Background: an optimization exercise with open tools, aiming at small area and a short achievable clock period. Do not read the settings as production practice.
No functional check of the RTL was part of this run.
In this run the design's own scripts or RTL, not TritonCTS, make the clock network.
The clock input has no modelled driver; a real chip could not lean on it and would need a root buffer or a full tree.
Power figures rest on the tool's default switching activity, not on a simulated workload.

**flow/config.mk**
```make
export PLATFORM = sky130hd
export DESIGN_NAME = BC_FIR
export DESIGN_NICKNAME = BC_FIR
export VERILOG_FILES = /design/flow/design.v
export SDC_FILE = /design/flow/constraint.sdc
export NUM_CORES = 4
export LEC_CHECK = 0
export CAP_MARGIN = 20
export CORE_MARGIN = 2
export CORE_UTILIZATION = 65
export PLACE_DENSITY = 0.75
export SLEW_MARGIN = 20
export SYNTH_HIERARCHICAL = 1
export SYNTH_MINIMUM_KEEP_SIZE = 0
```
**flow/constraint.sdc**
```tcl
create_clock -name core_clock -period 16.0 [get_ports {clock_s}]
set_input_delay 3.2000 -clock core_clock [delete_from_list [all_inputs] [get_ports {clock_s}]]
set_output_delay 3.2000 -clock core_clock [all_outputs]
set_load 0.01 [all_outputs]
```
**flow/design.v**
```verilog
module BC_FIR(
    input  [12:0] in,
    input         clock_s,
    output [12:0] out
);
    reg [11:0] d0;
    reg [11:0] d1;
    reg [11:0] d2;
    reg [11:0] d3;
    reg [11:0] d4;
    reg [11:0] d5;
    reg [11:0] d6;
    reg [11:0] d7;
    reg [11:0] d8;
    reg [11:0] d9;
    reg [11:0] d10;
    reg [11:0] d11;
    reg [11:0] d12;
    reg [11:0] d13;
    reg [11:0] d14;
    reg [11:0] d15;
    reg [11:0] d16;
    reg [11:0] d17;
    reg [11:0] d18;
    reg [11:0] d19;
    reg [11:0] d20;
    reg [11:0] d21;
    reg [11:0] d22;
    reg [11:0] d23;
    reg [11:0] d24;
    reg [11:0] d25;
    reg [11:0] d26;
    reg [11:0] d27;
    reg [11:0] d28;
    reg [11:0] d29;
    reg r3_0;
    reg r3_1;
    reg r3_2;
    reg r3_3;
    reg r3_4;
    reg r3_5;
    reg r3_6;
    reg r3_7;
    reg r3_8;
    reg r3_9;
    reg r3_10;
    reg r3_11;
    reg r3_12;
    reg r3_13;
    reg r3_14;
    reg r2_0;
    reg r2_1;
    reg r2_2;
    reg r2_3;
    reg r2_4;
    reg r2_5;
    reg r2_6;
    reg r2_7;
    reg r2_8;
    reg r2_9;
    reg r2_10;
    reg r2_11;
    reg r2_12;
    reg r2_13;
    reg r1_0;
    reg r1_1;
    reg r1_2;
    reg r1_3;
    reg r1_4;
    reg r1_5;
    reg r1_6;
    reg r1_7;
    reg r1_8;
    reg r1_9;
    reg r1_10;
    reg r1_11;
    reg r1_12;
    reg r1_13;
    reg [12:0] y;
    wire w1;
    wire w2;
    wire w3;
    wire w4;
    wire w5;
    wire w6;
    wire w7;
    wire w8;
    wire w9;
    wire w10;
    wire w11;
    wire w12;
    wire w13;
    wire w14;
    wire w15;
    wire w16;
    wire w17;
    wire w18;
    wire w19;
    wire w20;
    wire w21;
    wire w22;
    wire w23;
    wire w24;
    wire w25;
    wire w26;
    wire w27;
    wire w28;
    wire w29;
    wire w30;
    wire w31;
    wire w32;
    wire w33;
    wire w34;
    wire w35;
    wire w36;
    wire w37;
    wire w38;
    wire w39;
    wire w40;
    wire w41;
    wire w42;
    wire w43;
    wire w44;
    wire w45;
    wire w46;
    wire w47;
    wire w48;
    wire w49;
    wire w50;
    wire w51;
    wire w52;
    wire w53;
    wire w54;
    wire w55;
    wire w56;
    wire w57;
    wire w58;
    wire w59;
    wire w60;
    wire w61;
    wire w62;
    wire w63;
    wire w64;
    wire w65;
    wire w66;
    wire w67;
    wire w68;
    wire w69;
    wire w70;
    wire w71;
    wire w72;
    wire w73;
    wire w74;
    wire w75;
    wire w76;
    wire w77;
    wire w78;
    wire w79;
    wire w80;
    wire w81;
    wire w82;
    wire w83;
    wire w84;
    wire w85;
    wire w86;
    wire w87;
    wire w88;
    wire w89;
    wire w90;
    wire w91;
    wire w92;
    wire w93;
    wire w94;
    wire w95;
    wire w96;
    wire w97;
    wire w98;
    wire w99;
    wire w100;
    wire w101;
    wire w102;
    wire w103;
    wire w104;
    wire w105;
    wire w106;
    wire w107;
    wire w108;
    wire w109;
    wire w110;
    wire w111;
    wire w112;
    wire w113;
    wire w114;
    wire w115;
    wire w116;
    wire w117;
    wire w118;
    wire w119;
    wire w120;
    wire w121;
    wire w122;
    wire w123;
    wire w124;
    wire w125;
    wire w126;
    wire w127;
    wire w128;
    wire w129;
    wire w130;
    wire w131;
    wire w132;
    wire w133;
    wire w134;
    wire w135;
    wire w136;
    wire w137;
    wire w138;
    wire w139;
    wire w140;
    wire w141;
    wire w142;
    wire w143;
    wire w144;
    wire w145;
    wire w146;
    wire w147;
    wire w148;
    wire w149;
    wire w150;
    wire w151;
    wire w152;
    wire w153;
    wire w154;
    wire w155;
    wire w156;
    wire w157;
    wire w158;
    wire w159;
    wire w160;
    wire w161;
    wire w162;
    wire w163;
    wire w164;
    wire w165;
    wire w166;
    wire w167;
    wire w168;
    wire w169;
    wire w170;
    wire w171;
    wire w172;
    wire w173;
    wire w174;
    wire w175;
    wire w176;
    wire w177;
    wire w178;
    wire w179;
    wire w180;
    wire w181;
    wire w182;
    wire w183;
    wire w184;
    wire w185;
    wire w186;
    wire w187;
    wire w188;
    wire w189;
    wire w190;
    wire w191;
    wire w192;
    wire w193;
    wire w194;
    wire w195;
    wire w196;
    wire w197;
    wire w198;
    wire w199;
    wire w200;
    wire w201;
    wire w202;
    wire w203;
    wire w204;
    wire w205;
    wire w206;
    wire w207;
    wire w208;
    wire w209;
    wire w210;
    wire w211;
    wire w212;
    wire w213;
    wire w214;
    wire w215;
    wire w216;
    wire w217;
    wire w218;
    wire w219;
    wire w220;
    wire w221;
    wire w222;
    wire w223;
    wire w224;
    wire w225;
    wire w226;
    wire w227;
    wire w228;
    wire w229;
    wire w230;
    wire w231;
    wire w232;
    wire w233;
    wire w234;
    wire w235;
    wire w236;
    wire w237;
    wire w238;
    wire w239;
    wire w240;
    wire w241;
    wire w242;
    wire w243;
    wire w244;
    wire w245;
    wire w246;
    wire w247;
    wire w248;
    wire w249;
    wire w250;
    wire w251;
    wire w252;
    wire w253;
    wire w254;
    wire w255;
    wire w256;
    wire w257;
    wire w258;
    wire w259;
    wire w260;
    wire w261;
    wire w262;
    wire w263;
    wire w264;
    wire w265;
    wire w266;
    wire w267;
    wire w268;
    wire w269;
    wire w270;
    wire w271;
    wire w272;
    wire w273;
    wire w274;
    wire w275;
    wire w276;
    wire w277;
    wire w278;
    wire w279;
    wire w280;
    wire w281;
    wire w282;
    wire w283;
    wire w284;
    wire w285;
    wire w286;
    wire w287;
    wire w288;
    wire w289;
    wire w290;
    wire w291;
    wire w292;
    wire w293;
    wire w294;
    wire w295;
    wire w296;
    wire w297;
    wire w298;
    wire w299;
    wire w300;
    wire w301;
    wire w302;
    wire w303;
    wire w304;
    wire w305;
    wire w306;
    wire w307;
    wire w308;
    wire w309;
    wire w310;
    wire w311;
    wire w312;
    wire w313;
    wire w314;
    wire w315;
    wire w316;
    wire w317;
    wire w318;
    wire w319;
    wire w320;
    wire w321;
    wire w322;
    wire w323;
    wire w324;
    wire w325;
    wire w326;
    wire w327;
    wire w328;
    wire w329;
    wire w330;
    wire w331;
    wire w332;
    wire w333;
    wire w334;
    wire w335;
    wire w336;
    wire w337;
    wire w338;
    wire w339;
    wire w340;
    wire w341;
    wire w342;
    wire w343;
    wire w344;
    wire w345;
    wire w346;
    wire w347;
    wire w348;
    wire w349;
    wire w350;
    wire w351;
    wire w352;
    wire w353;
    wire w354;
    wire w355;
    wire w356;
    wire w357;
    wire w358;
    wire w359;
    wire w360;
    wire w361;
    wire w362;
    wire w363;
    wire w364;
    wire w365;
    wire w366;
    wire w367;
    wire w368;
    wire w369;
    wire w370;
    wire w371;
    wire w372;
    wire w373;
    wire w374;
    wire w375;
    wire w376;
    wire w377;
    wire w378;
    wire w379;
    wire w380;
    wire w381;
    wire w382;
    wire w383;
    wire w384;
    wire w385;
    wire w386;
    wire w387;
    wire w388;
    wire w389;
    wire w390;
    wire w391;
    wire w392;
    wire w393;
    wire w394;
    wire w395;
    wire w396;
    wire w397;
    wire w398;
    wire w399;
    wire w400;
    wire w401;
    wire w402;
    wire w403;
    wire w404;
    wire w405;
    wire w406;
    wire w407;
    wire w408;
    wire w409;
    wire w410;
    wire w411;
    wire w412;
    wire w413;
    wire w414;
    wire w415;
    wire w416;
    wire w417;
    wire w418;
    wire w419;
    wire w420;
    wire w421;
    wire w422;
    wire w423;
    wire w424;
    wire w425;
    wire w426;
    wire w427;
    wire w428;
    wire w429;
    wire w430;
    wire w431;
    wire w432;
    wire w433;
    wire w434;
    wire w435;
    wire w436;
    wire w437;
    wire w438;
    wire w439;
    wire w440;
    wire w441;
    wire w442;
    wire w443;
    wire w444;
    wire w445;
    wire w446;
    wire w447;
    wire w448;
    wire w449;
    wire w450;
    wire w451;
    wire w452;
    wire w453;
    wire w454;
    wire w455;
    wire w456;
    wire w457;
    wire w458;
    wire w459;
    wire w460;
    wire w461;
    wire w462;
    wire w463;
    wire w464;
    wire w465;
    wire w466;
    wire w467;
    wire w468;
    wire w469;
    wire w470;
    wire w471;
    wire w472;
    wire w473;
    wire w474;
    wire w475;
    wire w476;
    wire w477;
    wire w478;
    wire w479;
    wire w480;
    wire w481;
    wire w482;
    wire w483;
    wire w484;
    wire w485;
    wire w486;
    wire w487;
    wire w488;
    wire w489;
    wire w490;
    wire w491;
    wire w492;
    wire w493;
    wire w494;
    wire w495;
    wire w496;
    wire w497;
    wire w498;
    wire w499;
    wire w500;
    wire w501;
    wire w502;
    wire w503;
    wire w504;
    wire w505;
    wire w506;
    wire w507;
    wire w508;
    wire w509;
    wire w510;
    wire w511;
    wire w512;
    wire w513;
    wire w514;
    wire w515;
    wire w516;
    wire w517;
    wire w518;
    wire w519;
    wire w520;
    wire w521;
    wire w522;
    wire w523;
    wire w524;
    wire w525;
    wire w526;
    wire w527;
    wire w528;
    wire w529;
    wire w530;
    wire w531;
    wire w532;
    wire w533;
    wire w534;
    wire w535;
    wire w536;
    wire w537;
    wire w538;
    wire w539;
    wire w540;
    wire w541;
    wire w542;
    wire w543;
    wire w544;
    wire w545;
    wire w546;
    wire w547;
    wire w548;
    wire w549;
    wire w550;
    wire w551;
    wire w552;
    wire w553;
    wire w554;
    wire w555;
    wire w556;
    wire w557;
    wire w558;
    wire w559;
    wire w560;
    wire w561;
    wire w562;
    wire w563;
    wire w564;
    wire w565;
    wire w566;
    wire w567;
    wire w568;
    wire w569;
    wire w570;
    wire w571;
    wire w572;
    wire w573;
    wire w574;
    wire w575;
    wire w576;
    wire w577;
    wire w578;
    wire w579;
    wire w580;
    wire w581;
    wire w582;
    wire w583;
    wire w584;
    wire w585;
    wire w586;
    wire w587;
    wire w588;
    wire w589;
    wire w590;
    wire w591;
    wire w592;
    wire w593;
    wire w594;
    wire w595;
    wire w596;
    wire w597;
    wire w598;
    wire w599;
    wire w600;
    wire w601;
    wire w602;
    wire w603;
    wire w604;
    wire w605;
    wire w606;
    wire w607;
    wire w608;
    wire w609;
    wire w610;
    wire w611;
    wire w612;
    wire w613;
    wire w614;
    wire w615;
    wire w616;
    wire w617;
    wire w618;
    wire w619;
    wire w620;
    fa1 u1 (.a(d1[0]), .b(d13[0]), .c(d21[0]), .s(w1), .co(w2));
    ha1 u2 (.a(d29[0]), .b(w1), .s(w3), .co(w4));
    fa1 u3 (.a(d1[1]), .b(d13[1]), .c(d21[0]), .s(w5), .co(w6));
    fa1 u4 (.a(d21[1]), .b(d29[1]), .c(w2), .s(w7), .co(w8));
    fa1 u5 (.a(w5), .b(w4), .c(w7), .s(w9), .co(w10));
    fa1 u6 (.a(d1[2]), .b(d13[2]), .c(d21[1]), .s(w11), .co(w12));
    fa1 u7 (.a(d21[2]), .b(d29[0]), .c(d29[2]), .s(w13), .co(w14));
    fa1 u8 (.a(w6), .b(w11), .c(w13), .s(w15), .co(w16));
    fa1 u9 (.a(w8), .b(w15), .c(w10), .s(w17), .co(w18));
    fa1 u10 (.a(d1[3]), .b(d13[3]), .c(d21[2]), .s(w19), .co(w20));
    fa1 u11 (.a(d21[3]), .b(d29[1]), .c(d29[3]), .s(w21), .co(w22));
    fa1 u12 (.a(w12), .b(w14), .c(w19), .s(w23), .co(w24));
    fa1 u13 (.a(w21), .b(w16), .c(w23), .s(w25), .co(w26));
    ha1 u14 (.a(w25), .b(w18), .s(w27), .co(w28));
    fa1 u15 (.a(d1[0]), .b(d1[4]), .c(d13[0]), .s(w29), .co(w30));
    fa1 u16 (.a(d13[4]), .b(d21[0]), .c(d21[3]), .s(w31), .co(w32));
    fa1 u17 (.a(d21[4]), .b(d29[0]), .c(d29[2]), .s(w33), .co(w34));
    fa1 u18 (.a(d29[4]), .b(w20), .c(w29), .s(w35), .co(w36));
    fa1 u19 (.a(w22), .b(w31), .c(w33), .s(w37), .co(w38));
    fa1 u20 (.a(w24), .b(w35), .c(w37), .s(w39), .co(w40));
    fa1 u21 (.a(w26), .b(w39), .c(w28), .s(w41), .co(w42));
    fa1 u22 (.a(d1[1]), .b(d1[5]), .c(d13[1]), .s(w43), .co(w44));
    fa1 u23 (.a(d13[5]), .b(d21[1]), .c(d21[4]), .s(w45), .co(w46));
    fa1 u24 (.a(d21[5]), .b(d29[1]), .c(d29[3]), .s(w47), .co(w48));
    fa1 u25 (.a(d29[5]), .b(w30), .c(w43), .s(w49), .co(w50));
    fa1 u26 (.a(w32), .b(w34), .c(w45), .s(w51), .co(w52));
    fa1 u27 (.a(w47), .b(w36), .c(w49), .s(w53), .co(w54));
    fa1 u28 (.a(w38), .b(w51), .c(w53), .s(w55), .co(w56));
    fa1 u29 (.a(w40), .b(w55), .c(w42), .s(w57), .co(w58));
    fa1 u30 (.a(d1[2]), .b(d1[6]), .c(d13[0]), .s(w59), .co(w60));
    fa1 u31 (.a(d13[2]), .b(d13[6]), .c(d21[2]), .s(w61), .co(w62));
    fa1 u32 (.a(d21[5]), .b(d21[6]), .c(d29[2]), .s(w63), .co(w64));
    fa1 u33 (.a(d29[4]), .b(d29[6]), .c(w44), .s(w65), .co(w66));
    fa1 u34 (.a(w59), .b(w46), .c(w48), .s(w67), .co(w68));
    fa1 u35 (.a(w61), .b(w63), .c(w50), .s(w69), .co(w70));
    fa1 u36 (.a(w65), .b(w52), .c(w67), .s(w71), .co(w72));
    fa1 u37 (.a(w69), .b(w54), .c(w71), .s(w73), .co(w74));
    fa1 u38 (.a(w56), .b(w73), .c(w58), .s(w75), .co(w76));
    fa1 u39 (.a(d1[3]), .b(d1[7]), .c(d13[1]), .s(w77), .co(w78));
    fa1 u40 (.a(d13[3]), .b(d13[7]), .c(d21[3]), .s(w79), .co(w80));
    fa1 u41 (.a(d21[6]), .b(d21[7]), .c(d29[3]), .s(w81), .co(w82));
    fa1 u42 (.a(d29[5]), .b(d29[7]), .c(w60), .s(w83), .co(w84));
    fa1 u43 (.a(w62), .b(w77), .c(w64), .s(w85), .co(w86));
    fa1 u44 (.a(w79), .b(w81), .c(w66), .s(w87), .co(w88));
    fa1 u45 (.a(w83), .b(w68), .c(w85), .s(w89), .co(w90));
    fa1 u46 (.a(w70), .b(w87), .c(w72), .s(w91), .co(w92));
    fa1 u47 (.a(w89), .b(w74), .c(w91), .s(w93), .co(w94));
    fa1 u48 (.a(d1[4]), .b(d1[8]), .c(d13[2]), .s(w95), .co(w96));
    fa1 u49 (.a(d13[4]), .b(d13[8]), .c(d21[4]), .s(w97), .co(w98));
    fa1 u50 (.a(d21[7]), .b(d21[8]), .c(d29[4]), .s(w99), .co(w100));
    fa1 u51 (.a(d29[6]), .b(d29[8]), .c(w78), .s(w101), .co(w102));
    fa1 u52 (.a(w80), .b(w95), .c(w82), .s(w103), .co(w104));
    fa1 u53 (.a(w97), .b(w99), .c(w84), .s(w105), .co(w106));
    fa1 u54 (.a(w101), .b(w86), .c(w103), .s(w107), .co(w108));
    fa1 u55 (.a(w88), .b(w105), .c(w90), .s(w109), .co(w110));
    fa1 u56 (.a(w107), .b(w92), .c(w109), .s(w111), .co(w112));
    ha1 u57 (.a(w94), .b(w111), .s(w113), .co(w114));
    fa1 u58 (.a(d1[5]), .b(d1[9]), .c(d13[3]), .s(w115), .co(w116));
    fa1 u59 (.a(d13[5]), .b(d13[9]), .c(d21[5]), .s(w117), .co(w118));
    fa1 u60 (.a(d21[8]), .b(d21[9]), .c(d29[5]), .s(w119), .co(w120));
    fa1 u61 (.a(d29[7]), .b(d29[9]), .c(w96), .s(w121), .co(w122));
    fa1 u62 (.a(w98), .b(w115), .c(w100), .s(w123), .co(w124));
    fa1 u63 (.a(w117), .b(w119), .c(w102), .s(w125), .co(w126));
    fa1 u64 (.a(w121), .b(w104), .c(w123), .s(w127), .co(w128));
    fa1 u65 (.a(w106), .b(w125), .c(w108), .s(w129), .co(w130));
    fa1 u66 (.a(w127), .b(w110), .c(w129), .s(w131), .co(w132));
    fa1 u67 (.a(w112), .b(w131), .c(w114), .s(w133), .co(w134));
    fa1 u68 (.a(d1[6]), .b(d1[10]), .c(d13[4]), .s(w135), .co(w136));
    fa1 u69 (.a(d13[6]), .b(d13[10]), .c(d17[0]), .s(w137), .co(w138));
    fa1 u70 (.a(d21[6]), .b(d21[9]), .c(d21[10]), .s(w139), .co(w140));
    fa1 u71 (.a(d29[6]), .b(d29[8]), .c(d29[10]), .s(w141), .co(w142));
    fa1 u72 (.a(w116), .b(w118), .c(w135), .s(w143), .co(w144));
    fa1 u73 (.a(w120), .b(w137), .c(w139), .s(w145), .co(w146));
    fa1 u74 (.a(w141), .b(w122), .c(w124), .s(w147), .co(w148));
    fa1 u75 (.a(w143), .b(w145), .c(w126), .s(w149), .co(w150));
    fa1 u76 (.a(w128), .b(w147), .c(w149), .s(w151), .co(w152));
    fa1 u77 (.a(w130), .b(w151), .c(w132), .s(w153), .co(w154));
    ha1 u78 (.a(w153), .b(w134), .s(w155), .co(w156));
    fa1 u79 (.a(d1[7]), .b(d1[11]), .c(d13[5]), .s(w157), .co(w158));
    fa1 u80 (.a(d13[7]), .b(d13[11]), .c(d17[1]), .s(w159), .co(w160));
    fa1 u81 (.a(d21[7]), .b(d21[10]), .c(d21[11]), .s(w161), .co(w162));
    fa1 u82 (.a(d29[7]), .b(d29[9]), .c(d29[11]), .s(w163), .co(w164));
    fa1 u83 (.a(w136), .b(w138), .c(w157), .s(w165), .co(w166));
    fa1 u84 (.a(w140), .b(w142), .c(w159), .s(w167), .co(w168));
    fa1 u85 (.a(w161), .b(w163), .c(w144), .s(w169), .co(w170));
    fa1 u86 (.a(w165), .b(w146), .c(w167), .s(w171), .co(w172));
    fa1 u87 (.a(w148), .b(w169), .c(w171), .s(w173), .co(w174));
    fa1 u88 (.a(w150), .b(w173), .c(w152), .s(w175), .co(w176));
    ha1 u89 (.a(w175), .b(w154), .s(w177), .co(w178));
    x2 u90 (.a(d9[0]), .b(d1[8]), .y(w179));
    x2 u91 (.a(d13[6]), .b(d13[8]), .y(w180));
    x2 u92 (.a(d17[2]), .b(d21[0]), .y(w181));
    x2 u93 (.a(d21[8]), .b(d21[11]), .y(w182));
    x2 u94 (.a(d29[0]), .b(d29[8]), .y(w183));
    x2 u95 (.a(d29[10]), .b(w179), .y(w184));
    x2 u96 (.a(w180), .b(w181), .y(w185));
    x2 u97 (.a(w182), .b(w183), .y(w186));
    x2 u98 (.a(w184), .b(w158), .y(w187));
    x2 u99 (.a(w185), .b(w186), .y(w188));
    x2 u100 (.a(w160), .b(w162), .y(w189));
    x2 u101 (.a(w164), .b(w187), .y(w190));
    x2 u102 (.a(w188), .b(w189), .y(w191));
    x2 u103 (.a(w190), .b(w191), .y(w192));
    x2 u104 (.a(w166), .b(w168), .y(w193));
    x2 u105 (.a(w192), .b(w193), .y(w194));
    x2 u106 (.a(w170), .b(w194), .y(w195));
    x2 u107 (.a(w172), .b(w195), .y(w196));
    x2 u108 (.a(w196), .b(w174), .y(w197));
    x2 u109 (.a(w197), .b(w176), .y(w198));
    x2 u110 (.a(w198), .b(w178), .y(w199));
    fa1 u111 (.a(r3_1), .b(d6[0]), .c(d26[0]), .s(w200), .co(w201));
    fa1 u112 (.a(r3_2), .b(d6[1]), .c(d26[1]), .s(w202), .co(w203));
    fa1 u113 (.a(d2[0]), .b(w201), .c(w202), .s(w204), .co(w205));
    fa1 u114 (.a(r3_3), .b(d6[2]), .c(d26[2]), .s(w206), .co(w207));
    fa1 u115 (.a(d2[1]), .b(w203), .c(w206), .s(w208), .co(w209));
    ha1 u116 (.a(w205), .b(w208), .s(w210), .co(w211));
    fa1 u117 (.a(r3_4), .b(d6[3]), .c(d26[3]), .s(w212), .co(w213));
    fa1 u118 (.a(d2[2]), .b(w207), .c(w212), .s(w214), .co(w215));
    fa1 u119 (.a(w209), .b(w214), .c(w211), .s(w216), .co(w217));
    fa1 u120 (.a(r3_5), .b(d6[4]), .c(d26[4]), .s(w218), .co(w219));
    fa1 u121 (.a(d2[3]), .b(w213), .c(w218), .s(w220), .co(w221));
    fa1 u122 (.a(w215), .b(w220), .c(w217), .s(w222), .co(w223));
    fa1 u123 (.a(r3_6), .b(d6[5]), .c(d26[5]), .s(w224), .co(w225));
    fa1 u124 (.a(d2[4]), .b(w219), .c(w224), .s(w226), .co(w227));
    fa1 u125 (.a(w221), .b(w226), .c(w223), .s(w228), .co(w229));
    fa1 u126 (.a(r3_7), .b(r3_8), .c(d6[6]), .s(w230), .co(w231));
    fa1 u127 (.a(d26[6]), .b(d2[5]), .c(w225), .s(w232), .co(w233));
    fa1 u128 (.a(w230), .b(w227), .c(w232), .s(w234), .co(w235));
    ha1 u129 (.a(w234), .b(w229), .s(w236), .co(w237));
    fa1 u130 (.a(r3_9), .b(d6[7]), .c(d10[0]), .s(w238), .co(w239));
    fa1 u131 (.a(d22[0]), .b(d26[7]), .c(d2[6]), .s(w240), .co(w241));
    fa1 u132 (.a(w231), .b(w238), .c(w240), .s(w242), .co(w243));
    fa1 u133 (.a(w233), .b(w242), .c(w235), .s(w244), .co(w245));
    ha1 u134 (.a(w244), .b(w237), .s(w246), .co(w247));
    fa1 u135 (.a(r3_10), .b(d6[8]), .c(d10[1]), .s(w248), .co(w249));
    fa1 u136 (.a(d22[1]), .b(d26[8]), .c(d2[7]), .s(w250), .co(w251));
    fa1 u137 (.a(w239), .b(w241), .c(w248), .s(w252), .co(w253));
    fa1 u138 (.a(w250), .b(w243), .c(w252), .s(w254), .co(w255));
    fa1 u139 (.a(w254), .b(w245), .c(w247), .s(w256), .co(w257));
    fa1 u140 (.a(r3_11), .b(d6[9]), .c(d10[2]), .s(w258), .co(w259));
    fa1 u141 (.a(d14[0]), .b(d22[2]), .c(d26[9]), .s(w260), .co(w261));
    fa1 u142 (.a(d2[8]), .b(w249), .c(w251), .s(w262), .co(w263));
    fa1 u143 (.a(w258), .b(w260), .c(w253), .s(w264), .co(w265));
    fa1 u144 (.a(w262), .b(w264), .c(w255), .s(w266), .co(w267));
    fa1 u145 (.a(r3_12), .b(r3_13), .c(d6[10]), .s(w268), .co(w269));
    fa1 u146 (.a(d10[3]), .b(d14[1]), .c(d22[3]), .s(w270), .co(w271));
    fa1 u147 (.a(d26[10]), .b(d2[9]), .c(w259), .s(w272), .co(w273));
    fa1 u148 (.a(w261), .b(w268), .c(w270), .s(w274), .co(w275));
    fa1 u149 (.a(w263), .b(w272), .c(w274), .s(w276), .co(w277));
    fa1 u150 (.a(w265), .b(w276), .c(w267), .s(w278), .co(w279));
    x2 u151 (.a(r3_14), .b(d6[11]), .y(w280));
    x2 u152 (.a(d10[4]), .b(d14[2]), .y(w281));
    x2 u153 (.a(d22[4]), .b(d26[11]), .y(w282));
    x2 u154 (.a(d2[0]), .b(d2[10]), .y(w283));
    x2 u155 (.a(w280), .b(w281), .y(w284));
    x2 u156 (.a(w282), .b(w283), .y(w285));
    x2 u157 (.a(w284), .b(w285), .y(w286));
    x2 u158 (.a(w269), .b(w271), .y(w287));
    x2 u159 (.a(w286), .b(w287), .y(w288));
    x2 u160 (.a(w288), .b(w273), .y(w289));
    x2 u161 (.a(w275), .b(w289), .y(w290));
    x2 u162 (.a(w290), .b(w277), .y(w291));
    x2 u163 (.a(w291), .b(w279), .y(w292));
    assign w293 = ~r2_0;
    assign w294 = ~r2_1;
    assign w295 = ~r2_2;
    assign w296 = ~r2_3;
    assign w297 = ~r2_4;
    assign w298 = ~r2_5;
    assign w299 = ~r2_6;
    assign w300 = ~r2_7;
    assign w301 = ~r2_8;
    assign w302 = ~r2_9;
    assign w303 = ~r2_10;
    assign w304 = ~r2_11;
    assign w305 = ~r2_12;
    assign w306 = ~r2_13;
    fa1 u164 (.a(d19[0]), .b(w293), .c(d17[0]), .s(w307), .co(w308));
    fa1 u165 (.a(d11[0]), .b(d19[1]), .c(w294), .s(w309), .co(w310));
    fa1 u166 (.a(d17[1]), .b(w308), .c(w309), .s(w311), .co(w312));
    fa1 u167 (.a(d11[1]), .b(d19[2]), .c(w295), .s(w313), .co(w314));
    fa1 u168 (.a(d17[2]), .b(w310), .c(w313), .s(w315), .co(w316));
    ha1 u169 (.a(w312), .b(w315), .s(w317), .co(w318));
    fa1 u170 (.a(d11[2]), .b(d19[3]), .c(w296), .s(w319), .co(w320));
    fa1 u171 (.a(d17[3]), .b(w314), .c(w319), .s(w321), .co(w322));
    fa1 u172 (.a(w316), .b(w321), .c(w318), .s(w323), .co(w324));
    fa1 u173 (.a(d11[3]), .b(d19[0]), .c(d19[4]), .s(w325), .co(w326));
    fa1 u174 (.a(d27[0]), .b(w297), .c(d17[4]), .s(w327), .co(w328));
    fa1 u175 (.a(w320), .b(w325), .c(w327), .s(w329), .co(w330));
    fa1 u176 (.a(w322), .b(w329), .c(w324), .s(w331), .co(w332));
    fa1 u177 (.a(d11[4]), .b(d19[1]), .c(d19[5]), .s(w333), .co(w334));
    fa1 u178 (.a(d27[1]), .b(w298), .c(d17[5]), .s(w335), .co(w336));
    fa1 u179 (.a(w326), .b(w328), .c(w333), .s(w337), .co(w338));
    fa1 u180 (.a(w335), .b(w330), .c(w337), .s(w339), .co(w340));
    ha1 u181 (.a(w339), .b(w332), .s(w341), .co(w342));
    fa1 u182 (.a(d7[0]), .b(d11[5]), .c(d19[2]), .s(w343), .co(w344));
    fa1 u183 (.a(d19[6]), .b(d27[0]), .c(d27[2]), .s(w345), .co(w346));
    fa1 u184 (.a(w299), .b(d17[6]), .c(w334), .s(w347), .co(w348));
    fa1 u185 (.a(w343), .b(w336), .c(w345), .s(w349), .co(w350));
    fa1 u186 (.a(w347), .b(w338), .c(w349), .s(w351), .co(w352));
    fa1 u187 (.a(w340), .b(w351), .c(w342), .s(w353), .co(w354));
    fa1 u188 (.a(d7[1]), .b(d11[6]), .c(d19[3]), .s(w355), .co(w356));
    fa1 u189 (.a(d19[7]), .b(d27[1]), .c(d27[3]), .s(w357), .co(w358));
    fa1 u190 (.a(w300), .b(d17[7]), .c(w344), .s(w359), .co(w360));
    fa1 u191 (.a(w346), .b(w355), .c(w357), .s(w361), .co(w362));
    fa1 u192 (.a(w348), .b(w359), .c(w350), .s(w363), .co(w364));
    fa1 u193 (.a(w361), .b(w352), .c(w363), .s(w365), .co(w366));
    ha1 u194 (.a(w365), .b(w354), .s(w367), .co(w368));
    fa1 u195 (.a(d7[2]), .b(d11[7]), .c(d19[4]), .s(w369), .co(w370));
    fa1 u196 (.a(d19[8]), .b(d27[2]), .c(d27[4]), .s(w371), .co(w372));
    fa1 u197 (.a(w301), .b(d17[8]), .c(w356), .s(w373), .co(w374));
    fa1 u198 (.a(w358), .b(w369), .c(w371), .s(w375), .co(w376));
    fa1 u199 (.a(w360), .b(w373), .c(w362), .s(w377), .co(w378));
    fa1 u200 (.a(w375), .b(w364), .c(w377), .s(w379), .co(w380));
    fa1 u201 (.a(w366), .b(w379), .c(w368), .s(w381), .co(w382));
    fa1 u202 (.a(d7[3]), .b(d11[8]), .c(d19[5]), .s(w383), .co(w384));
    fa1 u203 (.a(d19[9]), .b(d27[3]), .c(d27[5]), .s(w385), .co(w386));
    fa1 u204 (.a(w302), .b(d17[0]), .c(d17[9]), .s(w387), .co(w388));
    fa1 u205 (.a(w370), .b(w372), .c(w383), .s(w389), .co(w390));
    fa1 u206 (.a(w385), .b(w387), .c(w374), .s(w391), .co(w392));
    fa1 u207 (.a(w376), .b(w389), .c(w391), .s(w393), .co(w394));
    fa1 u208 (.a(w378), .b(w393), .c(w380), .s(w395), .co(w396));
    fa1 u209 (.a(d7[4]), .b(d11[9]), .c(d19[6]), .s(w397), .co(w398));
    fa1 u210 (.a(d19[10]), .b(d27[4]), .c(d27[6]), .s(w399), .co(w400));
    fa1 u211 (.a(w303), .b(w304), .c(d17[1]), .s(w401), .co(w402));
    fa1 u212 (.a(d17[10]), .b(w384), .c(w386), .s(w403), .co(w404));
    fa1 u213 (.a(w397), .b(w399), .c(w388), .s(w405), .co(w406));
    fa1 u214 (.a(w401), .b(w390), .c(w403), .s(w407), .co(w408));
    fa1 u215 (.a(w405), .b(w392), .c(w407), .s(w409), .co(w410));
    fa1 u216 (.a(w394), .b(w409), .c(w396), .s(w411), .co(w412));
    fa1 u217 (.a(d7[5]), .b(d11[10]), .c(d19[7]), .s(w413), .co(w414));
    fa1 u218 (.a(d19[11]), .b(d27[5]), .c(d27[7]), .s(w415), .co(w416));
    fa1 u219 (.a(w305), .b(d17[2]), .c(d17[11]), .s(w417), .co(w418));
    fa1 u220 (.a(w398), .b(w400), .c(w413), .s(w419), .co(w420));
    fa1 u221 (.a(w402), .b(w415), .c(w417), .s(w421), .co(w422));
    fa1 u222 (.a(w404), .b(w406), .c(w419), .s(w423), .co(w424));
    fa1 u223 (.a(w421), .b(w408), .c(w423), .s(w425), .co(w426));
    fa1 u224 (.a(w410), .b(w425), .c(w412), .s(w427), .co(w428));
    x2 u225 (.a(d7[6]), .b(d11[11]), .y(w429));
    x2 u226 (.a(d19[8]), .b(d27[6]), .y(w430));
    x2 u227 (.a(d27[8]), .b(w306), .y(w431));
    x2 u228 (.a(d17[0]), .b(d17[3]), .y(w432));
    x2 u229 (.a(w429), .b(w430), .y(w433));
    x2 u230 (.a(w431), .b(w432), .y(w434));
    x2 u231 (.a(w433), .b(w414), .y(w435));
    x2 u232 (.a(w416), .b(w434), .y(w436));
    x2 u233 (.a(w418), .b(w435), .y(w437));
    x2 u234 (.a(w436), .b(w437), .y(w438));
    x2 u235 (.a(w420), .b(w422), .y(w439));
    x2 u236 (.a(w438), .b(w439), .y(w440));
    x2 u237 (.a(w440), .b(w424), .y(w441));
    x2 u238 (.a(w441), .b(w426), .y(w442));
    x2 u239 (.a(w442), .b(w428), .y(w443));
    fa1 u240 (.a(r1_0), .b(d0[0]), .c(d12[0]), .s(w444), .co(w445));
    xn1 u241 (.a(r1_1), .b(d0[0]), .y(w446));
    or1 u242 (.a(r1_1), .b(d0[0]), .y(w447));
    fa1 u243 (.a(d0[1]), .b(d12[1]), .c(d18[0]), .s(w448), .co(w449));
    fa1 u244 (.a(w446), .b(w445), .c(w448), .s(w450), .co(w451));
    fa1 u245 (.a(r1_2), .b(d0[1]), .c(d0[2]), .s(w452), .co(w453));
    fa1 u246 (.a(d12[2]), .b(d18[1]), .c(w447), .s(w454), .co(w455));
    fa1 u247 (.a(w449), .b(w452), .c(w454), .s(w456), .co(w457));
    ha1 u248 (.a(w451), .b(w456), .s(w458), .co(w459));
    fa1 u249 (.a(r1_3), .b(d0[2]), .c(d0[3]), .s(w460), .co(w461));
    fa1 u250 (.a(d12[3]), .b(d18[2]), .c(w453), .s(w462), .co(w463));
    fa1 u251 (.a(w460), .b(w455), .c(w462), .s(w464), .co(w465));
    fa1 u252 (.a(w457), .b(w459), .c(w464), .s(w466), .co(w467));
    fa1 u253 (.a(r1_4), .b(d8[0]), .c(d0[3]), .s(w468), .co(w469));
    fa1 u254 (.a(d0[4]), .b(d12[0]), .c(d12[4]), .s(w470), .co(w471));
    fa1 u255 (.a(d18[3]), .b(w461), .c(w468), .s(w472), .co(w473));
    fa1 u256 (.a(w470), .b(w463), .c(w472), .s(w474), .co(w475));
    fa1 u257 (.a(w465), .b(w474), .c(w467), .s(w476), .co(w477));
    fa1 u258 (.a(r1_5), .b(d8[1]), .c(d0[4]), .s(w478), .co(w479));
    fa1 u259 (.a(d0[5]), .b(d12[1]), .c(d12[5]), .s(w480), .co(w481));
    fa1 u260 (.a(d18[4]), .b(w469), .c(w471), .s(w482), .co(w483));
    fa1 u261 (.a(w478), .b(w480), .c(w473), .s(w484), .co(w485));
    fa1 u262 (.a(w482), .b(w475), .c(w484), .s(w486), .co(w487));
    xn1 u263 (.a(r1_6), .b(d8[2]), .y(w488));
    or1 u264 (.a(r1_6), .b(d8[2]), .y(w489));
    fa1 u265 (.a(d20[0]), .b(d0[5]), .c(d0[6]), .s(w490), .co(w491));
    fa1 u266 (.a(d12[2]), .b(d12[6]), .c(d18[5]), .s(w492), .co(w493));
    fa1 u267 (.a(w488), .b(w479), .c(w481), .s(w494), .co(w495));
    fa1 u268 (.a(w490), .b(w492), .c(w483), .s(w496), .co(w497));
    fa1 u269 (.a(w494), .b(w485), .c(w496), .s(w498), .co(w499));
    fa1 u270 (.a(r1_7), .b(d8[3]), .c(d20[1]), .s(w500), .co(w501));
    fa1 u271 (.a(d0[6]), .b(d0[7]), .c(d12[3]), .s(w502), .co(w503));
    fa1 u272 (.a(d12[7]), .b(d18[6]), .c(w489), .s(w504), .co(w505));
    fa1 u273 (.a(w491), .b(w493), .c(w500), .s(w506), .co(w507));
    fa1 u274 (.a(w502), .b(w504), .c(w495), .s(w508), .co(w509));
    fa1 u275 (.a(w506), .b(w497), .c(w508), .s(w510), .co(w511));
    fa1 u276 (.a(r1_8), .b(d8[4]), .c(d20[2]), .s(w512), .co(w513));
    fa1 u277 (.a(d0[7]), .b(d0[8]), .c(d12[4]), .s(w514), .co(w515));
    fa1 u278 (.a(d12[8]), .b(d18[7]), .c(w501), .s(w516), .co(w517));
    fa1 u279 (.a(w503), .b(w512), .c(w514), .s(w518), .co(w519));
    fa1 u280 (.a(w505), .b(w516), .c(w507), .s(w520), .co(w521));
    fa1 u281 (.a(w518), .b(w509), .c(w520), .s(w522), .co(w523));
    xn1 u282 (.a(r1_9), .b(r1_10), .y(w524));
    or1 u283 (.a(r1_9), .b(r1_10), .y(w525));
    fa1 u284 (.a(d8[5]), .b(d20[3]), .c(d0[8]), .s(w526), .co(w527));
    fa1 u285 (.a(d0[9]), .b(d12[5]), .c(d12[9]), .s(w528), .co(w529));
    fa1 u286 (.a(d18[8]), .b(w524), .c(w513), .s(w530), .co(w531));
    fa1 u287 (.a(w515), .b(w526), .c(w528), .s(w532), .co(w533));
    fa1 u288 (.a(w517), .b(w530), .c(w519), .s(w534), .co(w535));
    fa1 u289 (.a(w532), .b(w521), .c(w534), .s(w536), .co(w537));
    xn1 u290 (.a(r1_11), .b(d8[6]), .y(w538));
    or1 u291 (.a(r1_11), .b(d8[6]), .y(w539));
    fa1 u292 (.a(d20[4]), .b(d0[9]), .c(d0[10]), .s(w540), .co(w541));
    fa1 u293 (.a(d12[6]), .b(d12[10]), .c(d18[9]), .s(w542), .co(w543));
    fa1 u294 (.a(w525), .b(w538), .c(w527), .s(w544), .co(w545));
    fa1 u295 (.a(w529), .b(w540), .c(w542), .s(w546), .co(w547));
    fa1 u296 (.a(w531), .b(w544), .c(w533), .s(w548), .co(w549));
    fa1 u297 (.a(w546), .b(w535), .c(w548), .s(w550), .co(w551));
    xn1 u298 (.a(r1_12), .b(d8[7]), .y(w552));
    or1 u299 (.a(r1_12), .b(d8[7]), .y(w553));
    fa1 u300 (.a(d20[5]), .b(d0[10]), .c(d0[11]), .s(w554), .co(w555));
    fa1 u301 (.a(d12[7]), .b(d12[11]), .c(d18[0]), .s(w556), .co(w557));
    fa1 u302 (.a(d18[10]), .b(w539), .c(w552), .s(w558), .co(w559));
    fa1 u303 (.a(w541), .b(w543), .c(w554), .s(w560), .co(w561));
    fa1 u304 (.a(w556), .b(w558), .c(w545), .s(w562), .co(w563));
    fa1 u305 (.a(w547), .b(w560), .c(w562), .s(w564), .co(w565));
    fa1 u306 (.a(w549), .b(w564), .c(w551), .s(w566), .co(w567));
    x2 u307 (.a(r1_13), .b(d8[8]), .y(w568));
    x2 u308 (.a(d20[6]), .b(d0[11]), .y(w569));
    x2 u309 (.a(d12[8]), .b(d18[1]), .y(w570));
    x2 u310 (.a(d18[11]), .b(w568), .y(w571));
    x2 u311 (.a(w553), .b(w569), .y(w572));
    x2 u312 (.a(w570), .b(w571), .y(w573));
    x2 u313 (.a(w572), .b(w555), .y(w574));
    x2 u314 (.a(w557), .b(w573), .y(w575));
    x2 u315 (.a(w559), .b(w574), .y(w576));
    x2 u316 (.a(w575), .b(w576), .y(w577));
    x2 u317 (.a(w561), .b(w577), .y(w578));
    x2 u318 (.a(w563), .b(w578), .y(w579));
    x2 u319 (.a(w579), .b(w565), .y(w580));
    ha1 u320 (.a(w486), .b(w477), .s(w581), .co(w582));
    ha1 u321 (.a(w487), .b(w498), .s(w583), .co(w584));
    ha1 u322 (.a(w499), .b(w510), .s(w585), .co(w586));
    ha1 u323 (.a(w511), .b(w522), .s(w587), .co(w588));
    ha1 u324 (.a(w523), .b(w536), .s(w589), .co(w590));
    ha1 u325 (.a(w537), .b(w550), .s(w591), .co(w592));
    x2 u326 (.a(w580), .b(w567), .y(w593));
    an1 u327 (.a(w466), .b(w458), .y(w594));
    an1 u328 (.a(w581), .b(w476), .y(w595));
    x2 u329 (.a(w583), .b(w582), .y(w596));
    ao1 u330 (.a(w584), .b(w583), .c(w582), .y(w597));
    an1 u331 (.a(w583), .b(w595), .y(w598));
    x2 u332 (.a(w585), .b(w597), .y(w599));
    ao1 u333 (.a(w586), .b(w585), .c(w584), .y(w600));
    an1 u334 (.a(w585), .b(w583), .y(w601));
    ao1 u335 (.a(w600), .b(w601), .c(w582), .y(w602));
    an1 u336 (.a(w601), .b(w595), .y(w603));
    x2 u337 (.a(w587), .b(w602), .y(w604));
    ao1 u338 (.a(w588), .b(w587), .c(w602), .y(w605));
    x2 u339 (.a(w589), .b(w605), .y(w606));
    ao1 u340 (.a(w590), .b(w589), .c(w588), .y(w607));
    an1 u341 (.a(w589), .b(w587), .y(w608));
    ao1 u342 (.a(w607), .b(w608), .c(w602), .y(w609));
    x2 u343 (.a(w591), .b(w609), .y(w610));
    ao1 u344 (.a(w592), .b(w591), .c(w607), .y(w611));
    an1 u345 (.a(w591), .b(w608), .y(w612));
    ao1 u346 (.a(w611), .b(w612), .c(w602), .y(w613));
    x2 u347 (.a(w566), .b(w613), .y(w614));
    an1 u348 (.a(w566), .b(w592), .y(w615));
    an1 u349 (.a(w566), .b(w591), .y(w616));
    ao1 u350 (.a(w615), .b(w616), .c(w607), .y(w617));
    an1 u351 (.a(w616), .b(w608), .y(w618));
    ao1 u352 (.a(w617), .b(w618), .c(w602), .y(w619));
    x2 u353 (.a(w593), .b(w619), .y(w620));
    wire [12:0] ysum = {w620, w614, w610, w606, w604, w599, w596, w581, w476, w466, w458, w450, w444};
    always @(posedge clock_s) begin
        d0 <= in[11:0];
        d1 <= d0;
        d2 <= d1;
        d3 <= d2;
        d4 <= d3;
        d5 <= d4;
        d6 <= d5;
        d7 <= d6;
        d8 <= d7;
        d9 <= d8;
        d10 <= d9;
        d11 <= d10;
        d12 <= d11;
        d13 <= d12;
        d14 <= ~d13;
        d15 <= d14;
        d16 <= d15;
        d17 <= d16;
        d18 <= d17;
        d19 <= d18;
        d20 <= d19;
        d21 <= d20;
        d22 <= ~d21;
        d23 <= d22;
        d24 <= d23;
        d25 <= d24;
        d26 <= d25;
        d27 <= d26;
        d28 <= d27;
        d29 <= d28;
        r3_0 <= w3;
        r3_1 <= w9;
        r3_2 <= w17;
        r3_3 <= w27;
        r3_4 <= w41;
        r3_5 <= w57;
        r3_6 <= w75;
        r3_7 <= w93;
        r3_8 <= w76;
        r3_9 <= w113;
        r3_10 <= w133;
        r3_11 <= w155;
        r3_12 <= w177;
        r3_13 <= w156;
        r3_14 <= w199;
        r2_0 <= r3_0;
        r2_1 <= w200;
        r2_2 <= w204;
        r2_3 <= w210;
        r2_4 <= w216;
        r2_5 <= w222;
        r2_6 <= w228;
        r2_7 <= w236;
        r2_8 <= w246;
        r2_9 <= w256;
        r2_10 <= w266;
        r2_11 <= w257;
        r2_12 <= w278;
        r2_13 <= w292;
        r1_0 <= w307;
        r1_1 <= w311;
        r1_2 <= w317;
        r1_3 <= w323;
        r1_4 <= w331;
        r1_5 <= w341;
        r1_6 <= w353;
        r1_7 <= w367;
        r1_8 <= w381;
        r1_9 <= w395;
        r1_10 <= w382;
        r1_11 <= w411;
        r1_12 <= w427;
        r1_13 <= w443;
        y <= ysum;
    end
    assign out = y;
endmodule
module fa1(input a, input b, input c, output s, output co);
    assign {co, s} = a + b + c;
endmodule
module ha1(input a, input b, output s, output co);
    assign {co, s} = a + b;
endmodule
module xn1(input a, input b, output y);
    assign y = ~(a ^ b);
endmodule
module or1(input a, input b, output y);
    assign y = a | b;
endmodule
module x2(input a, input b, output y);
    assign y = a ^ b;
endmodule
module ao1(input a, input b, input c, output y);
    assign y = a | (b & c);
endmodule
module an1(input a, input b, output y);
    assign y = a & b;
endmodule
```
**flow/flow/run.sh**
```bash
#!/bin/bash
# Standard ORFS layout (the standard.sh) with two changes:
#  - port buffers made from sky130_fd_sc_hd__buf_2 instead of the default delay-buffer cell;
#  - the clock tree built by flow/cts_hook.tcl (PRE_CTS hook): a balanced two-level
#    buffer tree in place of TritonCTS's deeper tree.
# All tool output goes to standard_flow.log here and to the ORFS logs under orfs/logs.
set -euo pipefail
bash standard.sh "BUFFER_PORTS_ARGS=-buffer_cell sky130_fd_sc_hd__buf_2" \
  "PRE_CTS_TCL=$PWD/flow/cts_hook.tcl" \
  finish > standard_flow.log 2>&1
```
**flow/flow/cts_hook.tcl**
```tcl
# PRE_CTS hook: builds a two-level clock tree by hand, then makes the flow's
# clock_tree_synthesis call a no-op.
#   clock_s -> NROOT root buffers (clkbuf_16) -> NLEAF leaf buffers (clkbuf_8)
#   -> flip-flop clock pins.
# Flip-flops are split into NLEAF balanced clusters (k-means); each leaf buffer
# sits at its cluster's centre, each root buffer at the centre of its leaves.
# Every flip-flop sees the same two buffer levels.
set ::mct_nleaf 24
set ::mct_nroot 4
set ::mct_leaf sky130_fd_sc_hd__clkbuf_8
set ::mct_root sky130_fd_sc_hd__clkbuf_16

proc mct_kmeans {pts k seed} {
  # balanced k-means (greedy capacity-limited assignment); returns {centres assignment}
  set n [llength $pts]
  set cap [expr {int(ceil(double($n) / $k * 1.15))}]
  expr {srand($seed)}
  set best_cost 1e30
  set best {}
  for {set trial 0} {$trial < 8} {incr trial} {
    # initial centres: random distinct points
    set idx {}
    while {[llength $idx] < $k} {
      set r [expr {int(rand() * $n)}]
      if {[lsearch $idx $r] < 0} { lappend idx $r }
    }
    set cent {}
    foreach i $idx { lappend cent [lindex $pts $i] }
    for {set it 0} {$it < 25} {incr it} {
      set pairs {}
      for {set i 0} {$i < $n} {incr i} {
        lassign [lindex $pts $i] x y
        for {set c 0} {$c < $k} {incr c} {
          lassign [lindex $cent $c] cx cy
          lappend pairs [list [expr {abs($x - $cx) + abs($y - $cy)}] $i $c]
        }
      }
      set pairs [lsort -real -index 0 $pairs]
      set asg [lrepeat $n -1]
      set cnt [lrepeat $k 0]
      foreach p $pairs {
        lassign $p d i c
        if {[lindex $asg $i] < 0 && [lindex $cnt $c] < $cap} {
          lset asg $i $c
          lset cnt $c [expr {[lindex $cnt $c] + 1}]
        }
      }
      set sx [lrepeat $k 0.0]; set sy [lrepeat $k 0.0]
      for {set i 0} {$i < $n} {incr i} {
        set c [lindex $asg $i]
        lassign [lindex $pts $i] x y
        lset sx $c [expr {[lindex $sx $c] + $x}]
        lset sy $c [expr {[lindex $sy $c] + $y}]
      }
      set newc {}
      for {set c 0} {$c < $k} {incr c} {
        set m [lindex $cnt $c]
        if {$m > 0} {
          lappend newc [list [expr {[lindex $sx $c] / $m}] [expr {[lindex $sy $c] / $m}]]
        } else {
          lappend newc [lindex $cent $c]
        }
      }
      set cent $newc
    }
    set cost 0.0
    for {set i 0} {$i < $n} {incr i} {
      lassign [lindex $pts $i] x y
      lassign [lindex $cent [lindex $asg $i]] cx cy
      set cost [expr {$cost + abs($x - $cx) + abs($y - $cy)}]
    }
    if {$cost < $best_cost} {
      set best_cost $cost
      set best [list $cent $asg]
    }
  }
  return $best
}

proc mct_build {} {
  set block [ord::get_db_block]
  set db [ord::get_db]
  set clk [$block findNet clock_s]
  set sinks {}
  set pts {}
  foreach it [$clk getITerms] {
    set inst [$it getInst]
    set bb [$inst getBBox]
    lappend sinks $it
    lappend pts [list [expr {([$bb xMin] + [$bb xMax]) / 2}] [expr {([$bb yMin] + [$bb yMax]) / 2}]]
  }
  puts "manual clock tree: [llength $sinks] clock sinks"
  lassign [mct_kmeans $pts $::mct_nleaf 1] lcent lasg
  lassign [mct_kmeans $lcent $::mct_nroot 2] rcent rasg
  set rootm [$db findMaster $::mct_root]
  set leafm [$db findMaster $::mct_leaf]
  set rnets {}
  for {set r 0} {$r < $::mct_nroot} {incr r} {
    set net [odb::dbNet_create $block clknet_root_$r]
    $net setSigType CLOCK
    set inst [odb::dbInst_create $block $rootm clkbuf_root_$r]
    [$inst findITerm A] connect $clk
    [$inst findITerm X] connect $net
    lassign [lindex $rcent $r] x y
    $inst setLocation [expr {int($x)}] [expr {int($y)}]
    $inst setPlacementStatus PLACED
    lappend rnets $net
  }
  set lnets {}
  for {set l 0} {$l < $::mct_nleaf} {incr l} {
    set net [odb::dbNet_create $block clknet_leaf_$l]
    $net setSigType CLOCK
    set inst [odb::dbInst_create $block $leafm clkbuf_leaf_$l]
    [$inst findITerm A] connect [lindex $rnets [lindex $rasg $l]]
    [$inst findITerm X] connect $net
    lassign [lindex $lcent $l] x y
    $inst setLocation [expr {int($x)}] [expr {int($y)}]
    $inst setPlacementStatus PLACED
    lappend lnets $net
  }
  for {set i 0} {$i < [llength $sinks]} {incr i} {
    set it [lindex $sinks $i]
    $it disconnect
    $it connect [lindex $lnets [lindex $lasg $i]]
  }
  puts "manual clock tree: $::mct_nroot root and $::mct_nleaf leaf buffers"
}

mct_build
rename clock_tree_synthesis mct_unused_clock_tree_synthesis
proc clock_tree_synthesis {args} {
  puts "clock_tree_synthesis skipped: the clock tree was built by the PRE_CTS hook"
}
```
**flow/standard.sh**
```bash
#!/bin/bash
# synth_recipe.tcl (not shown) runs the flow's synth.tcl, then flattens the netlist and writes it again
# the make line also repeats each setting of config.mk as NAME=value (left out here)
make -C /OpenROAD-flow-scripts/flow DESIGN_CONFIG=/design/flow/config.mk WORK_HOME=/design/flow/orfs CLKGATE_MAP_FILE= SYNTH_SCRIPT=/design/flow/synth_recipe.tcl "${@:-finish}"
```
==> summary.txt <==
[layout by cell type (no fill, tap or decap)]
cell	instances
buf_2	25
xnor2_1	5
clkbuf_16	4
ha_1	18
inv_1	38
and2_1	6
fa_1	235
clkbuf_8	24
dfxtp_1	416
or2_1	5
xor2_1	70
a21o_1	10
[worst paths after layout]
kind / startpoint / end / slack [ns] / depth (start not counted)
hold reg to reg: d5[9] / d6[9] / 0.31 / 0
hold / removal: d5[9] / d6[9] / 0.31 / 0
setup reg to reg: d1[7] / r3_11 / 11.92 / 8
setup / recovery: d1[7] / r3_11 / 11.92 / 8
[critical path: cells and delay by family (launching register included)]
| kind | cells | cell delay [ns] |
|---|---|---|
| adders and majority gates | 8 | 3.35 |
| DFF | 1 | 0.58 |
[modules after synthesis (local to each module, per instance)]
module  cells inside  area [sq um]  times used  flops+latches
an1                1          6.26           6              0
BC_FIR           454          8470           1            416
ao1                1          7.51          10              0
xn1                1          8.76           5              0
fa1                1          20.0         235              0
x2                 1          8.76          70              0
ha1                1          12.5          18              0
or1                1          6.26           5              0
[cells by family after synthesis]
| group | share of synthesized area [%] |
|---|---|
| AND/OR/NAND/NOR | 0.485 |
| AO/OA/AOI/OAI | 0.529 |
| adder cells (fa/ha/maj) | 34.7 |
| XOR/XNOR | 4.63 |
| buffers and inverters | 1.00 |
| flip-flops | 58.6 |
[routing by layer]
metal  vias to the layer above  GRT usage, %  part of all wire, %
met5                         -             0                    0
met4                         0          5.70                  2.9
met3                        40          3.39                  5.2
met2                       109          40.6                   51
met1                      2981          31.7                   40
li1                       2525             -                    -
[metrics by stage]
stage | power, uW | setup WS [ns] | std cells | hold WS, ns | area (sq um)
after floorplan | 2360 | 12.44 | 803 | 0.310 | 14200
after global placement | 2740 | 12.03 | 1108 | 0.310 | 14700
after detailed placement | 2790 | 11.98 | 1108 | 0.312 | 14700
after CTS | 3170 | 11.98 | 1136 | 0.312 | 15100
after global routing | 3500 | 11.81 | 1136 | 0.312 | 15100
final | 3210 | 11.92 | 1136 | 0.306 | 15100
[Yosys cell counts]
library cell  number
xor2_1            70
a21o_1            10
xnor2_1            5
or2_1              5
ha_1              18
inv_1             38
dfxtp_1          416
and2_1             6
fa_1             235
[area by class of cell]
cell class,count,area share [%]
multi-input cells,349,37.9
plain buffers,28,2.85
inverters,38,0.944
well taps,280,2.32
flip-flops and latches,416,55.1
repair buffers,25,0.828
[power groups by stage]
| stage | clock network, uW | registers, uW | logic (uW) |
|---|---|---|---|
| after floorplan | 0 | 1290 | 1080 |
| after global placement | 0 | 1300 | 1440 |
| after detailed placement | 0 | 1310 | 1490 |
| after CTS | 359 | 1310 | 1500 |
| after global routing | 505 | 1290 | 1700 |
| final | 455 | 1280 | 1470 |
==> results.yml <==
power:
  power_density_nw_per_um2: 212
  p_sw_share_pct: 34.6
  internal_power_uw: 2100
  leakage_uw: 0.00632
  switchingPower_uw: 1110
  vdd_ir_drop_max_uv: 135
  comb_power_share_pct: 45.9
  clkPwrFrac_pct: 14.2
  p_seq_share_pct: 39.9
layout:
  drive_above_1_share_pct: 6.19
  fill_cells: 1434
  diodes: 0
  top_register: "y"
  area_growth_pct: 6.38
  nets: 1125
  regArea_sq_um: 8330
  final_util_pct: 69.9
  largest_reg_flops: 13
  multiInputGateArea_sq_um: 5730
yosys:
  syn_area_per_cell_sq_um: 17.7
  synth_top_area_share_pct: 58.6
  yosys_register_bits: 416
  syn-cell-area_sq_um: 14200
  netlist_top_cells_area: "dfxtp_1 59%, fa_1 33%, xor2_1 4.3%"
  ys_warn_count: 7
  synth_area_leader_cell: "dfxtp_1"
  syn_inst: 803
  syn_nets: 1070
  synth.distinct_cells: 9
  synth.yosys.seq_area_share_pct: 58.6
sta:
  setup_viol: 0
  fmax_mhz: 245
  finalCriticalPeriod_ns: 4.08
  relSlewSlack_pct: 63.6
  rsz0062_at_grt: "false"
  clock_skew_ns: 0.0517
  finalHoldViolCount: 0
  fin_setup_tns_ns: 0
  fin_crit_sh_pct: 25.5
  worst_pin_slew_ns: 0.545
  finalMaxSlewViolations: 0
global_route:
  grt_use_total_pct: 23.4
  grt_antenna_before_repair: 0
  grt_max_degree: 21
  grt_pass1_wl_um: 39600
  grt_overflow: 0
  grt_pass1_vias: 6686
drt:
  vias: 5655
  drcViolationCount: 0
  ant_nets: 0
  drt-vias-per-instance: 4.98
  drt_iter0_drc: 268
  firstDrtPassIters: 4
  wl_um: 25500
  wire_per_inst_um: 22.5
critical_path:
  crit_type: "flop to flop"
  cpPeakStageDelay_ns: 0.58
  cp-end-kind: "flop"
  critPathArrivalTime_ns: 4.27
  crit_slowest_cell: "dfxtp_1"
  path_cells: "fa_1, fa_1, fa_1, fa_1, fa_1, ha_1, fa_1, ha_1"
  worstPathRequired_ns: 16.19
  startpoint_type: "flop"
  worst-path-max-fanout: 3
  cp_common_cell: "fa_1"
outcome:
  outcome: "no timing/DRC/antenna violations"
floorplanning:
  die_h_um: 152
  fp.dieArea_sq_um: 23000
  rows: 54
  ioPinCount: 27
  core_sq_um: 21600
  die_w_um: 152
  initial_core_util_pct: 65.7
cts:
  path_clk_slew_ns: 0.10
  cts_setup_buffers: 0
  ctsHoldBuffers: 0
  cts_resized: 0
  insertion_delay_ns: 0.34
flow_run:
  maxCapViolations: 0
hold_path:
  hp-class: "flop to flop"
place:
  place.gp.congestion: 0.890
  numPortBuffers: 25
  hpwl_um: 20800

## afterwards: timing with drivers on the ports
The flow's constraints put no driver on any port. The routed layout listed below was extracted and timed again, unchanged, in two steps. Step 1, drivers: a clkbuf_16 drives clock_s and a buf_2 each remaining input, both assumed. Step 2 times the ports against the registers' clock, not the clock port: input delays grow and output delays shrink by t, the midpoint of the rising clock arrivals with the driver on. a / b / c = ideal / step 1 / step 2; a / b = the first two.
t (ns): 0.412
slack for setup (ns): 11.922 / 11.922 / 11.922
clock arrival spread, ns: 0.052 / 0.052
slew at the worst register clock pin (ns): 0.11 / 0.11
After both steps setup and hold are still met in this run. The setup slack of this run moves by 0.000 ns with the drivers and by 0.000 ns with both steps.
